Source: an optimization exercise on an open RTL-to-GDS flow (aim: small area and a short achievable clock period). Production flows keep margins and buffers that such runs may drop.
At most, simulation tests tie the RTL to the original design; equivalence was not proved.
The RTL of runs 2 and 3 was laid out without a check of its function.
In runs 2 and 3 the design's own scripts or RTL, not TritonCTS, make the clock network.
The flow treats the clock pin as an ideal source. Dropping or thinning the clock tree relies on that and would not hold on a real chip.

==> flow/design.v, too long to show whole: its modules and the start of the top module <==
// module csa_fa: 10 lines
// module csa_ha: 9 lines
// module FFT64: 4132 lines
module FFT64 #(
    parameter width = 16
) (
    input                           clk,
    input                           rst_n,
    input                           di_en,
    input       signed  [width-1:0] di_re,
    input       signed  [width-1:0] di_img,
    output reg                      do_en,
    output reg  signed  [width-1:0] do_re,
    output reg  signed  [width-1:0] do_img
);
  // ...
==> flow/flow/run.sh <==
#!/bin/bash
# Layout flow: the standard ORFS flow (standard.sh, unchanged synthesis)
# with these changes to how the layout is made:
#  - timing repair aims at 7.45 ns of setup slack (the clock stays 11 ns),
#  - the port buffers are plain buf_2 cells,
#  - clock-tree sinks are clustered in groups of up to 24 within 100 um.
# The whole output of the flow goes to standard.log in this folder.
bash standard.sh SETUP_SLACK_MARGIN=7.45 \
  "BUFFER_PORTS_ARGS=-buffer_cell sky130_fd_sc_hd__buf_2" \
  CTS_CLUSTER_SIZE=24 CTS_CLUSTER_DIAMETER=100 \
  finish > standard.log 2>&1
==> flow/standard.sh <==
#!/bin/bash
# synth_recipe.tcl (not shown) runs the flow's synth.tcl, then flattens the netlist and writes it again
# the make line also repeats each setting of config.mk as NAME=value (left out here)
make -C /OpenROAD-flow-scripts/flow DESIGN_CONFIG=/design/flow/config.mk WORK_HOME=/design/flow/orfs CLKGATE_MAP_FILE= SYNTH_SCRIPT=/design/flow/synth_recipe.tcl "${@:-finish}"
==> flow/config.mk <==
export PLATFORM = sky130hd
export DESIGN_NAME = FFT64
export DESIGN_NICKNAME = FFT64
export VERILOG_FILES = /design/flow/design.v
export SDC_FILE = /design/flow/constraint.sdc
export NUM_CORES = 8
export LEC_CHECK = 0
export CAP_MARGIN = 20
export CORE_MARGIN = 2
export CORE_UTILIZATION = 55
export SLEW_MARGIN = 20
export SYNTH_HIERARCHICAL = 1
export SYNTH_MINIMUM_KEEP_SIZE = 0
==> flow/constraint.sdc <==
create_clock -name core_clock -period 11.0 [get_ports {clk}]
set_input_delay 2.2000 -clock core_clock [delete_from_list [all_inputs] [get_ports {clk}]]
set_output_delay 2.2000 -clock core_clock [all_outputs]
set_load 0.01 [all_outputs]
==> summary.txt, run 1 <==
- Synthesized area per cell: 13.0 um2
- Largest net degree at the start of global routing: a little over 70
- Initial antenna violation count: 21
- Critical Path End Type: output port
- First-pass GRT wire length: about 420000 um
- Chip width: between 400 and 500 um
- Count leader, synth: dfxtp_1
- Resized Gates After CTS: 158
- Status: finished clean
- Post-synth EDFFs: 0
- Rel. slew slack: 0.296
- Initial DRC count: between 3000 and 4000
- WL met1: roughly 120000 um
- Worst setup margin: 7440 ps
- Most frequent cells in the layout: 3969 x dfxtp_1, 691 x xnor2_1, 570 x ha_1, 542 x nand2_1, 468 x fa_1
- GP Congestion: between 0.8 and 0.9
- Signal buffers: 183
- Most common cell after layout, fill and taps aside: dfxtp_1
- Multi-input gate area: 0.0468 mm2
- Crit-path leading delay family: flip-flops
- Worst setup path end: do_re[3]
- Final net count: around 11000
- Fmax: approximately 0.28 GHz
- Drt drc: 0
- Area Overhead vs Synth: 7.70%
- Fin area: 0.141 mm2
- Hold EP: l4_im[3][11]$_DFF_P_
- Final core occ: 0.595
- Asr flop ratio synth: 0.00487
- HP Class: reg -> reg
- Yosys warning count: 54
- Clk_skew: between 60 and 70 ps
- CTS Hold Bufs: 0
- Wire length per cell: roughly 20 um
- Die Y: 492 um
- R2r startpoint: o5_im[1]$_DFF_P_
- Worst-case reg-to-reg path depth: 16
==> inputs of run 2 (changes only) <==
--- a/flow/design.v
+++ b/flow/design.v
@@ -41,17 +41,17 @@
 reg  [15:0] l4_re [0:3];
 reg  [15:0] l4_im [0:3];
 reg  [15:0] o4_re, o4_im;
 reg  [15:0] l5_re [0:1];
 reg  [15:0] l5_im [0:1];
 reg  [15:0] o5_re, o5_im;
 reg  [15:0] l6_re [0:0];
 reg  [15:0] l6_im [0:0];
-wire [15:0] o6_re, o6_im;
+reg  [15:0] o6_re, o6_im;
 reg  [15:0] ba_re [0:30];
 reg  [15:0] ba_im [0:30];
 reg  [15:0] bb_re [0:13];
 reg  [15:0] bb_im [0:13];
 reg  [15:0] bc_re [0:3];
 reg  [15:0] bc_im [0:3];
 reg        started, f1;
 reg [5:0]  cnt;
@@ -62,17 +62,17 @@
         f1      <= 1'b0;
     end else begin
         started <= started | di_en;
         if (started) cnt <= cnt + 6'd1;
         if (started && cnt == 6'd63) f1 <= 1'b1;
     end
 end
 always @(posedge clk) begin
-    do_en <= rst_n & (do_en | (f1 && cnt == 6'd53));
+    do_en <= rst_n & (do_en | (f1 && cnt == 6'd54));
 end
 reg [15:0] in_re, in_img;
 always @(posedge clk) begin
     in_re  <= di_re;
     in_img <= di_img;
 end
 reg [5:0] c1, c2;
 always @(posedge clk or negedge rst_n) begin
@@ -4101,23 +4101,23 @@
 wire p3066 = ~bp2966[9] & p3054;
 wire g3067 = (bp2966[11] & l6_im[0][11]) | (~bp2966[11] & g3049);
 wire p3068 = ~bp2966[11] & p3050;
 wire g3069 = (bp2966[13] & l6_im[0][13]) | (~bp2966[13] & g3055);
 wire p3070 = ~bp2966[13] & p3056;
 wire [15:0] dif6_im = ~bp2966 ^ {g3047, g3069, g3055, g3067, g3049, g3065, g3053, g3063, g3043, g3061, g3051, g3059, g3035, g3057, g3019, 1'b1};
 always @(posedge clk) begin
     l6_re[0] <= p2_6 ? dif6_re : o5_re;
+    o6_re <= p2_6 ? sum6_re : l6_re[0];
     l6_im[0] <= p2_6 ? dif6_im : o5_im;
+    o6_im <= p2_6 ? sum6_im : l6_im[0];
 end
-assign o6_re = p2_6 ? sum6_re : l6_re[0];
-assign o6_im = p2_6 ? sum6_im : l6_im[0];
-wire [5:0] ua = cnx - 6'd4;
-wire [5:0] ub = cnx - 6'd35;
-wire [5:0] uc = cnx - 6'd49;
+wire [5:0] ua = cnx - 6'd5;
+wire [5:0] ub = cnx - 6'd36;
+wire [5:0] uc = cnx - 6'd50;
 reg sa, sb, sc;
 always @(posedge clk) begin
     sa <= ua[5] & ~ua[0];
     sb <= ub[4] & ~ub[1];
     sc <= uc[3] & ~uc[2];
 end
 wire [15:0] ra_re = sa ? o6_re : ba_re[30];
 wire [15:0] ra_im = sa ? o6_im : ba_im[30];
==> flow/flow/run.sh (replaced) <==
#!/bin/bash
# Layout flow: the standard ORFS flow (standard.sh, unchanged synthesis)
# with these changes to how the layout is made:
#  - timing repair aims at 7.65 ns of setup slack (the clock stays 11 ns),
#  - the port buffers are plain buf_2 cells,
#  - the clock tree is the balanced three-level tree of flow/cts_tree.tcl
#    (hooked in by flow/cts_hook.tcl) instead of TritonCTS's.
# The whole output of the flow goes to standard.log in this folder.
bash standard.sh SETUP_SLACK_MARGIN=7.65 \
  "BUFFER_PORTS_ARGS=-buffer_cell sky130_fd_sc_hd__buf_2" \
  "PRE_CTS_TCL=$PWD/flow/cts_hook.tcl" \
  finish > standard.log 2>&1
==> flow/flow/cts_hook.tcl (new file) <==
# Sourced by ORFS's cts.tcl before clock tree synthesis (PRE_CTS_TCL).
# Replaces TritonCTS with the tree of cts_tree.tcl: the clock port drives
# 4 clkbuf_16 roots, each drives 8 clkbuf_16, each of those 8 leaf clkbuf_16
# buffers; the 256 leaves share the flip-flops equally (recursive median
# cuts of their placement). Every flip-flop sees three buffers. The rest of
# cts.tcl (legalisation, timing repair) runs as usual.
source [file join [file dirname [info script]] cts_tree.tcl]
rename clock_tree_synthesis tritoncts_clock_tree_synthesis
proc clock_tree_synthesis {args} {
  cts_build {4 8 8} sky130_fd_sc_hd__clkbuf_16
}
==> flow/flow/cts_tree.tcl (new file) <==

proc cts_split {pts n} {
  # split pts (list of {obj x y}) into n groups of (nearly) equal size by
  # recursive cuts along the wider dimension
  if {$n <= 1} { return [list $pts] }
  set xs [lmap p $pts {lindex $p 1}]
  set ys [lmap p $pts {lindex $p 2}]
  set dx [expr {[tcl::mathfunc::max {*}$xs] - [tcl::mathfunc::min {*}$xs]}]
  set dy [expr {[tcl::mathfunc::max {*}$ys] - [tcl::mathfunc::min {*}$ys]}]
  set k [expr {$dx >= $dy ? 1 : 2}]
  set s [lsort -integer -index $k $pts]
  set n1 [expr {$n / 2}]
  set n2 [expr {$n - $n1}]
  set h [expr {([llength $s] * $n1 + $n / 2) / $n}]
  set a [lrange $s 0 [expr {$h - 1}]]
  set b [lrange $s $h end]
  return [concat [cts_split $a $n1] [cts_split $b $n2]]
}

proc cts_centroid {pts} {
  set sx 0; set sy 0
  foreach p $pts { set sx [expr {$sx + [lindex $p 1]}]; set sy [expr {$sy + [lindex $p 2]}] }
  set n [llength $pts]
  return [list [expr {$sx / $n}] [expr {$sy / $n}]]
}

proc cts_build {fanouts bufname {leafbuf ""}} {
  set db [ord::get_db]
  set block [ord::get_db_block]
  set master [$db findMaster $bufname]
  if {$leafbuf eq ""} { set leafbuf $bufname }
  set leafmaster [$db findMaster $leafbuf]
  set clk [$block findNet clk]
  set sinks {}
  foreach it [$clk getITerms] {
    set inst [$it getInst]
    set bb [$inst getBBox]
    lappend sinks [list $it [expr {([$bb xMin] + [$bb xMax]) / 2}] [expr {([$bb yMin] + [$bb yMax]) / 2}]]
  }
  set nleaf 1
  foreach f $fanouts { set nleaf [expr {$nleaf * $f}] }
  # groups of sinks per leaf, in bisection order
  set groups [cts_split $sinks $nleaf]
  set level [llength $fanouts]
  set count 0
  # build from the leaves up: children = list of {iterm x y}
  set children {}
  foreach g $groups { lappend children $g }
  for {set l [expr {$level - 1}]} {$l >= 0} {incr l -1} {
    set next {}
    set idx 0
    foreach g $children {
      lassign [cts_centroid $g] cx cy
      set name "cts_L${l}_${idx}"
      set inst [odb::dbInst_create $block [expr {$l == $level - 1 ? $leafmaster : $master}] $name]
      $inst setLocation [expr {int($cx)}] [expr {int($cy)}]
      $inst setPlacementStatus PLACED
      set net [odb::dbNet_create $block "clknet_L${l}_${idx}"]
      $net setSigType CLOCK
      [$inst findITerm X] connect $net
      foreach p $g {
        set it [lindex $p 0]
        $it disconnect
        $it connect $net
      }
      lappend next [list [$inst findITerm A] $cx $cy]
      incr idx
      incr count
    }
    # group the new buffers for the level above
    if {$l > 0} {
      set f [lindex $fanouts $l]
      set ng [expr {[llength $next] / $f}]
      set children {}
      for {set i 0} {$i < [llength $next]} {incr i $f} {
        lappend children [lrange $next $i [expr {$i + $f - 1}]]
      }
    } else {
      foreach p $next { [lindex $p 0] connect $clk }
    }
  }
  puts "my_cts: built [llength $fanouts] levels, $count buffers, $nleaf leaves for [llength $sinks] sinks"
}
==> run 2 against run 1 <==
Net effect:
- flip-flop and latch count rose by 32
- largest cell class unchanged
- fmax is 3.1% higher
==> summary.txt, run 2 <==
- Status: finished clean
- # setup viols final: 0
- WL met1: 123000 um (+1.5%)
- DR pass1 iterations: 17
- Fillers: 18500
- Largest net degree at the start of global routing: 115 (+60%)
- Worst-Margin Slew: 1110 ps
- Clock latency on the worst-skew pair: 710 ps
- Distinct cells, synth: 84
- Slowest cell on crit path: fa_2
- Met2 Routed Length: around 130000 um
- Ratio of cells with drive above 1 in the final layout: 0.143
- Wire length per cell: 20.3 um (-1.5%)
- Initial Utilization: 0.553
- Hpwl dp: ~180000 um
- Crit-path leading delay family: adder cells
- Initial antenna violation count: 22 (+4.8%)
- # IOs: between 60 and 70
- Ratio of final minimum period to clock period: 0.314
- Post-layout minimum cycle time: 3450 ps
- Storage element area: 0.0832 mm2
- Core Region: 0.238 mm2
- Biggest regs: l1_im: 512 flops, l1_re: 512 flops
- Top FF cell, synth: dfxtp_1
- Synthesized area per cell: 12.9 um2 (-0.37%)
- Synth top area share: 0.626
- Most frequent cells in the layout: 3988 x dfxtp_1, 653 x xnor2_1, 597 x nand2_1, 558 x ha_1, 388 x fa_1
- Post-synth EDFFs: 0 (unchanged)
- First-pass GRT wire length: 418000 um (about the same)
- Vias in the first global route: slightly above 70000
- Post-synth top cells: 4115 x dfxtp_1, 692 x xnor2_1, 616 x nand2_1, 581 x ha_1, 468 x fa_1
- Die area: 0.243 mm2
- Largest cells by area after synthesis: dfxtp_1 63%, fa_1 7.1%, ha_1 5.5%, xnor2_1 4.6%, mux2_2 3.1%
- Multi-input gate area: 0.0477 mm2 (+2.0%)
- Top Layer Used: met5
- Post-Route WL: 272000 um
- Max Slew Vio Count: 0
- Fmax: 0.290 GHz (+3.1%)
- FF-to-FF setup slack: 7550 ps
- Fin. Hold Viols: 0
- Clk_skew: 124 ps (+60.9 ps)
- Flops & latches, synth: 4135
- Most area-hungry cell type in the Yosys netlist: dfxtp_1
- Critical Path End Type: register
- Total of max-cap violations: 0
- Count leader, synth: dfxtp_1
- Final net count: 11300 (+2.5%)
- ANT nets after route: 0
- Chip width: 493 um (+0.19%)
- Crit path top cell by count: fa_2
- Tot GR Track Use: 0.219
- Place WS: just under 7000 ps
- Rows: 179
- Yosys warning count: 54 (unchanged)
- Post-Synthesis Cell Area: 0.132 mm2
- Crit-path max cell delay: between 500 and 600 ps
- Vias: 70000
- RSZ-0062 raised after global routing: true
- Mapped Cells: 10200
- Critical path peak fanout: 8
- Critical path type: reg -> reg
- GP Congestion: 0.869 (+0.98%)
- Worst Setup Start Kind: register
- Crit-path cells: buf_12, a22oi_2, xnor2_1, fa_1, fa_1, fa_2, fa_2, fa_2
- Overflow after GRT: 0
- Vias per inst: 5.21
- Crit path required time: 11530 ps
- CTS Hold Bufs: 0 (unchanged)
- Initial DRC count: 3804 (+2.3%)
- Sequential-to-total area share from yosys stat: 0.630
- CP bufs+invs: 1
- Asr flop ratio synth: 0.00484 (-0.0000377)
- Routed wl met3: 10700 um
- WHS: 264 ps
- Rel. slew slack: 0.253 (-0.0432)
- PortBufs: 67
- WP data arrival: 3970 ps
- Die Y: 493 um (+0.19%)
- Area Overhead vs Synth: 11.3%
- Setup TNS: 0 ps
- HP Class: reg -> reg
- Most common cell after layout, fill and taps aside: dfxtp_1
- Worst setup margin: 7550 ps (+108 ps)
- Drt drc: 0 (unchanged)
- CTS clock-pin slew for the worst setup and hold paths: 70 ps
==> run 2: cell types whose count changed after synthesis, moves of 4 or more <==
| cell | previous run | this run |
|---|---|---|
| nand3_1 | 73 | 64 |
| o21ai_0 | 327 | 388 |
| inv_1 | 189 | 217 |
| mux2_2 | 424 | 362 |
| nand2_1 | 550 | 616 |
| mux2i_1 | 160 | 189 |
| and4_1 | 4 | 0 |
| nand2b_1 | 70 | 77 |
| dfxtp_1 | 4083 | 4115 |
| nor2_1 | 409 | 380 |
| a21oi_1 | 310 | 274 |
| xnor2_1 | 696 | 692 |
==> run 2: through the flow <==
| step | instance area (um2) | utilization | instances |
|---|---|---|---|
| after CTS | 144000 | 0.607 | 13400 |
| final | 146000 | 0.616 | 13400 |
| after global routing | 146000 | 0.616 | 13400 |
| after detailed placement | 135000 | 0.566 | 13000 |
| after global placement | 135000 | 0.566 | 13000 |
| after floorplan | 132000 | - | 10200 |
==> run 2: per-layer routing <==
| layer | global-route usage | up-vias |
|---|---|---|
| met2 | 0.368 | 1439 |
| li1 | - | 33800 |
| met1 | 0.295 | 34300 |
| met3 | 0.0223 | 510 |
| met4 | 0.0758 | 6 |
| met5 | 0 | - |
==> run 2: cells by family after synthesis <==
logic type / Yosys count / share of synthesized area
flip-flops: 4135 / 0.630
AO/OA/AOI/OAI: 1424 / 0.0711
AND/OR/NAND/NOR: 1420 / 0.0481
adder cells (fa/ha/maj): 1053 / 0.127
XOR/XNOR: 867 / 0.0577
buffers and inverters: 730 / 0.0210
multiplexers: 551 / 0.0454
other: 1 / 0.0000285
==> run 2: timing repair <==
action                                 CTS  global route
setup buffers                           40            55
gates resized for setup                344           315
pin swaps                               69           147
endpoints found under the hold margin    0             0
setup endpoints to repair              186           205
cloned                                  26            11
==> run 2: worst paths after layout <==
kind,from,endpoint,depth (start not counted)
max,ry_two[2]$_DFF_P_,my_re_b7$_DFF_P_,8
min,ba_im[17][9]$_DFF_P_,ba_im[18][9]$_DFF_P_,0
max reg2reg,ry_two[2]$_DFF_P_,my_re_b7$_DFF_P_,8
min reg2reg,ba_im[17][9]$_DFF_P_,ba_im[18][9]$_DFF_P_,0
max in group asynchronous,rst_n,c2[0]$_DFF_PN1_,1
min in group asynchronous,rst_n,cnt[5]$_DFFE_PN0P_,1
==> run 2: final cells by class <==
type	count	share of cell area
plain buffers	292	0.0499
flip-flops and latches	4135	0.568
inverters	223	0.00581
diodes	15	0.000256
multi-input cells	5317	0.326
well taps	3167	0.0271
repair buffers	284	0.0234
==> run 2: per-module statistics from Yosys (local to each module, per instance) <==
module,cell area [um2],cells,copies in the design,flops+latches
FFT64,117000,9301,1,4135
csa_ha,12.5,1,412,0
csa_fa,20.0,1,468,0
==> inputs of run 3 (changes only) <==
==> flow/flow/cts_hook.tcl (replaced) <==
# Sourced by ORFS's cts.tcl before clock tree synthesis (PRE_CTS_TCL).
# Replaces TritonCTS with the tree of cts_tree.tcl (cts_build2): the
# flip-flops are cut recursively at the median of their placement into leaf
# groups of at most 32 within 80 um half-perimeter, each driven by a
# clkbuf_16; the leaves are grouped the same way under mid-level clkbuf_16s
# (8 leaves each), and those under 4 root clkbuf_16s that the clock port
# drives. Every flip-flop sees three buffers. The rest of cts.tcl
# (legalisation, timing repair) runs as usual.
source [file join [file dirname [info script]] cts_tree.tcl]
rename clock_tree_synthesis tritoncts_clock_tree_synthesis
proc clock_tree_synthesis {args} {
  cts_build2 4 8 32 80 sky130_fd_sc_hd__clkbuf_16
}
--- a/flow/flow/cts_tree.tcl
+++ b/flow/flow/cts_tree.tcl
@@ -81,3 +81,65 @@
   }
   puts "my_cts: built [llength $fanouts] levels, $count buffers, $nleaf leaves for [llength $sinks] sinks"
 }
+
+proc cts_hp {pts} {
+  set xs [lmap p $pts {lindex $p 1}]
+  set ys [lmap p $pts {lindex $p 2}]
+  return [expr {[tcl::mathfunc::max {*}$xs] - [tcl::mathfunc::min {*}$xs] + [tcl::mathfunc::max {*}$ys] - [tcl::mathfunc::min {*}$ys]}]
+}
+
+proc cts_leaves {pts maxn maxhp} {
+  # bisect until every group has at most maxn sinks and a bounding box
+  # half-perimeter of at most maxhp (database units)
+  if {[llength $pts] <= $maxn && [cts_hp $pts] <= $maxhp} { return [list $pts] }
+  set parts [cts_split $pts 2]
+  return [concat [cts_leaves [lindex $parts 0] $maxn $maxhp] [cts_leaves [lindex $parts 1] $maxn $maxhp]]
+}
+
+proc cts_level {block master prefix groups} {
+  # one buffer per group at its centroid, driving the group's pins;
+  # returns the buffers' input pins as {iterm x y}
+  set out {}
+  set idx 0
+  foreach g $groups {
+    lassign [cts_centroid $g] cx cy
+    set inst [odb::dbInst_create $block $master "${prefix}_${idx}"]
+    $inst setLocation [expr {int($cx)}] [expr {int($cy)}]
+    $inst setPlacementStatus PLACED
+    set net [odb::dbNet_create $block "clknet_${prefix}_${idx}"]
+    $net setSigType CLOCK
+    [$inst findITerm X] connect $net
+    foreach p $g {
+      set it [lindex $p 0]
+      $it disconnect
+      $it connect $net
+    }
+    lappend out [list [$inst findITerm A] $cx $cy]
+    incr idx
+  }
+  return $out
+}
+
+proc cts_build2 {nroots midfan maxn maxhp_um bufname} {
+  # leaves: groups of at most maxn flip-flops within maxhp_um half-perimeter;
+  # mids: midfan leaves each; roots: nroots, driven by the clock port
+  set db [ord::get_db]
+  set block [ord::get_db_block]
+  set master [$db findMaster $bufname]
+  set clk [$block findNet clk]
+  set dbu [$block getDbUnitsPerMicron]
+  set sinks {}
+  foreach it [$clk getITerms] {
+    set inst [$it getInst]
+    set bb [$inst getBBox]
+    lappend sinks [list $it [expr {([$bb xMin] + [$bb xMax]) / 2}] [expr {([$bb yMin] + [$bb yMax]) / 2}]]
+  }
+  set leaves [cts_leaves $sinks $maxn [expr {int($maxhp_um * $dbu)}]]
+  set lb [cts_level $block $master cts_leaf $leaves]
+  set nmid [expr {int(ceil(double([llength $lb]) / $midfan))}]
+  set nmid [expr {int(ceil(double($nmid) / $nroots)) * $nroots}]
+  set mb [cts_level $block $master cts_mid [cts_split $lb $nmid]]
+  set rb [cts_level $block $master cts_root [cts_split $mb $nroots]]
+  foreach p $rb { [lindex $p 0] connect $clk }
+  puts "my_cts: [llength $sinks] sinks, [llength $leaves] leaves, $nmid mids, $nroots roots"
+}
==> run 3 against run 2 <==
Net effect:
- critical path depth fell by 1
- setup slack gained 23 ps
- synthesized cell count is the same
- cell area is 0.87% lower
- cell count decreased by 0.45%
- clock skew decreased by 48 ps
- synthesized area did not move
==> summary.txt, run 3 <==
- CTS clock-pin slew for the worst setup and hold paths: 110 ps (+40 ps)
- CTS Hold Bufs: 0 (unchanged)
- # IOs: 68 (unchanged)
- Yosys warning count: 54 (unchanged)
- Critical path launch point: ry_neg[1]$_DFF_P_
- Initial DRC count: 3752 (-1.4%)
- Distinct cells, synth: 84 (unchanged)
- Post-layout minimum cycle time: 3430 ps (-22.9 ps)
- Most frequent cells in the layout: 3990 x dfxtp_1, 660 x xnor2_1, 600 x nand2_1, 566 x ha_1, 381 x fa_1
- Total of max-cap violations: 0 (unchanged)
- Post-synth top cells: 4115 x dfxtp_1, 692 x xnor2_1, 616 x nand2_1, 581 x ha_1, 468 x fa_1
- Post-Synthesis Cell Area: 0.132 mm2 (unchanged)
- DR pass1 iterations: 17 (unchanged)
- Critical Path End Type: register
- Fin. Hold Viols: 0 (unchanged)
- Status: finished clean
- Critical path type: reg -> reg
- Area Overhead vs Synth: 10.4%
- Flops & latches, synth: 4135 (unchanged)
- Count leader, synth: dfxtp_1
- GP Congestion: 0.869 (unchanged)
- Final net count: 11300 (-0.48%)
- Largest net degree at the start of global routing: 115 (unchanged)
- Rel. slew slack: 0.282 (+0.0291)
- HP Class: reg -> reg
- Tot GR Track Use: 0.218 (-0.000323)
- Vias: 69600 (-0.59%)
- Ratio of cells with drive above 1 in the final layout: 0.137 (-0.00630)
- Overflow after GRT: 0 (unchanged)
- Crit path top cell by count: fa_2
- Die Y: 493 um (unchanged)
- Worst Setup Start Kind: register
- Post-Layout Cell Count: 13400 (-0.45%)
- Worst Hold Launch: l3_im[2][12]$_DFF_P_
- Crit-path cells: buf_6, xnor2_1, fa_2, fa_2, fa_2, fa_1, fa_1
- # setup viols final: 0 (unchanged)
- Hpwl dp: 177000 um (unchanged)
- Core Region: 0.238 mm2 (unchanged)
- Sequential-to-total area share from yosys stat: 0.630 (unchanged)
- Largest cells by area after synthesis: dfxtp_1 63%, fa_1 7.1%, ha_1 5.5%, xnor2_1 4.6%, mux2_2 3.1%
- Asr flop ratio synth: 0.00484 (unchanged)
- Max Slew Vio Count: 0 (unchanged)
- Setup TNS: 0 ps (unchanged)
- Crit path required time: 11470 ps (-60 ps)
- Drt drc: 0 (unchanged)
- Biggest regs: l1_im: 512 flops, l1_re: 512 flops
- Crit-path max cell delay: 610 ps (+70 ps)
- Vias per inst: 5.21 (-0.14%)
- Synthesized area per cell: 12.9 um2 (unchanged)
- Top FF cell, synth: dfxtp_1
- Worst-Margin Slew: 1080 ps (-33.4 ps)
- Synth top area share: 0.626 (unchanged)
- R2r startpoint: ry_neg[1]$_DFF_P_
- Post-synth EDFFs: 0 (unchanged)
- Chip width: 493 um (unchanged)
- Most area-hungry cell type in the Yosys netlist: dfxtp_1
- RSZ-0062 raised after global routing: true
- Clk_skew: 75.6 ps (-47.9 ps)
- Mapped Cells: 10200 (unchanged)
- Placed insts: 13000 (unchanged)
- Die area: 0.243 mm2 (unchanged)
- WP data arrival: 3890 ps (-80 ps)
- Post-Route WL: 272000 um (about the same)
- Initial Utilization: 0.553 (unchanged)
- Slowest cell on crit path: fa_2
- Clock latency on the worst-skew pair: 640 ps (-70 ps)
- Wire length per cell: 20.4 um (+0.48%)
- Fmax: 0.292 GHz (+0.67%)
- Ratio of final minimum period to clock period: 0.311 (-0.00208)
- Critical path peak fanout: 36 (+28)
- Vias in the first global route: 71000 (-0.49%)
- Final core occ: 0.610 (-0.00535)
- Initial antenna violation count: 22 (unchanged)
- ANT nets after route: 0 (unchanged)
- Rows: 179 (unchanged)
- Worst-case reg-to-reg path depth: 7 (-1)
- Most common cell after layout, fill and taps aside: dfxtp_1
- First-pass GRT wire length: 417000 um (-0.24%)
- PortBufs: 67 (unchanged)
- Hold depth: 0 (unchanged)
-- run 3: cell counts after synthesis --
No cell type changed its count.
-- run 3: layout make-up --
class / instances / area (um2)
timing repair buffer: 268 / 3320
sequential: 4135 / 83200
multi-input combinational: 5317 / 47500
fill: 18600 / 92700
inverter: 223 / 848
tap: 3167 / 3960
antenna: 8 / 20.0
buffer: 254 / 6360
-- run 3: timing repair --
action,in CTS,in global routing
cloned,26,11
gates resized for setup,344,280
pin swaps,69,120
endpoints found under the setup margin,186,201
buffers inserted,39,40
-- run 3: cell families after synthesis --
family | after synthesis | synth area share
flops | 4135 | 0.630
compound gates | 1424 | 0.0711
buf+inv | 730 | 0.0210
other cells | 1 | 0.0000285
xor+xnor | 867 | 0.0577
fa+ha+maj | 1053 | 0.127
simple gates | 1420 | 0.0481
mux | 551 | 0.0454
-- run 3: per-module statistics from Yosys, one instance, submodules excluded --
module  copies in the design  flip-flops and latches  cells inside  area (um2)
csa_fa                   468                       0             1        20.0
csa_ha                   412                       0             1        12.5
FFT64                      1                    4135          9301      117000
-- run 3: final timing paths --
check	end	slack, ps
min	l3_im[3][12]$_DFF_P_	260
max	my_re_b4$_DFF_P_	7570
min in group asynchronous	cnt[5]$_DFFE_PN0P_	1520
min reg2reg	l3_im[3][12]$_DFF_P_	260
max in group asynchronous	c2[0]$_DFF_PN1_	9120
max reg2reg	my_re_b4$_DFF_P_	7570
-- run 3: worst max-delay path, delay by kind of cell (launching register included) --
family / cells / cell delay, ps
XOR/XNOR: 1 / 180
adder cells (fa/ha/maj): 5 / 2320
buffers and inverters: 1 / 380
flip-flops: 1 / 320
-- run 3: per-stage QoR --
step / hold WS [ps] / instance area (um2) / setup WS [ps]
finish: 257 / 145000 / 7570
global route: 244 / 145000 / 7500
CTS: 312 / 143000 / 7560
floorplan: 310 / 132000 / 7610
detailed placement: 312 / 135000 / 6720
global placement: 310 / 135000 / 6790
-- run 3: per-layer routing --
metal  vias to the layer above  track usage  routed length (um)
li1                      33600            -                   -
met1                     34100        0.293              121000
met2                      1411        0.368              129000
met3                       505       0.0264               12200
met4                         8       0.0703                9880
met5                         -            0                  54

## separate check: timing with driven ports
How much do the figures lean on ideal ports? The routed layouts below were timed once more, with nothing changed but the port constraints. Step 1 (the two cells are an assumption about what drives the block):
set clk [get_ports {clk}]
set_driving_cell -lib_cell sky130_fd_sc_hd__clkbuf_16 $clk
set_driving_cell -lib_cell sky130_fd_sc_hd__buf_2 [delete_from_list [all_inputs] $clk]
Step 2 adds t to the input delays and takes it off the output delays; t is the mean of the earliest and latest rising clock arrival at the registers after step 1. Input paths then give back, and output paths get back, about the clock's delay inside the block. Three values: ideal ports, drivers, drivers and shift; two values: the first two.
| run | t (ns) | slack for setup (ns) | worst data-port slew with drivers (ns) |
|---|---|---|---|
| run 1 | 0.940 | 7.443 / 7.352 / 7.469 | 0.15 |
| run 2 | 0.856 | 7.551 / 7.449 / 7.551 | 0.12 |
| run 3 | 0.832 | 7.574 / 7.477 / 7.574 | 0.12 |
After both steps every run listed still meets setup and hold.
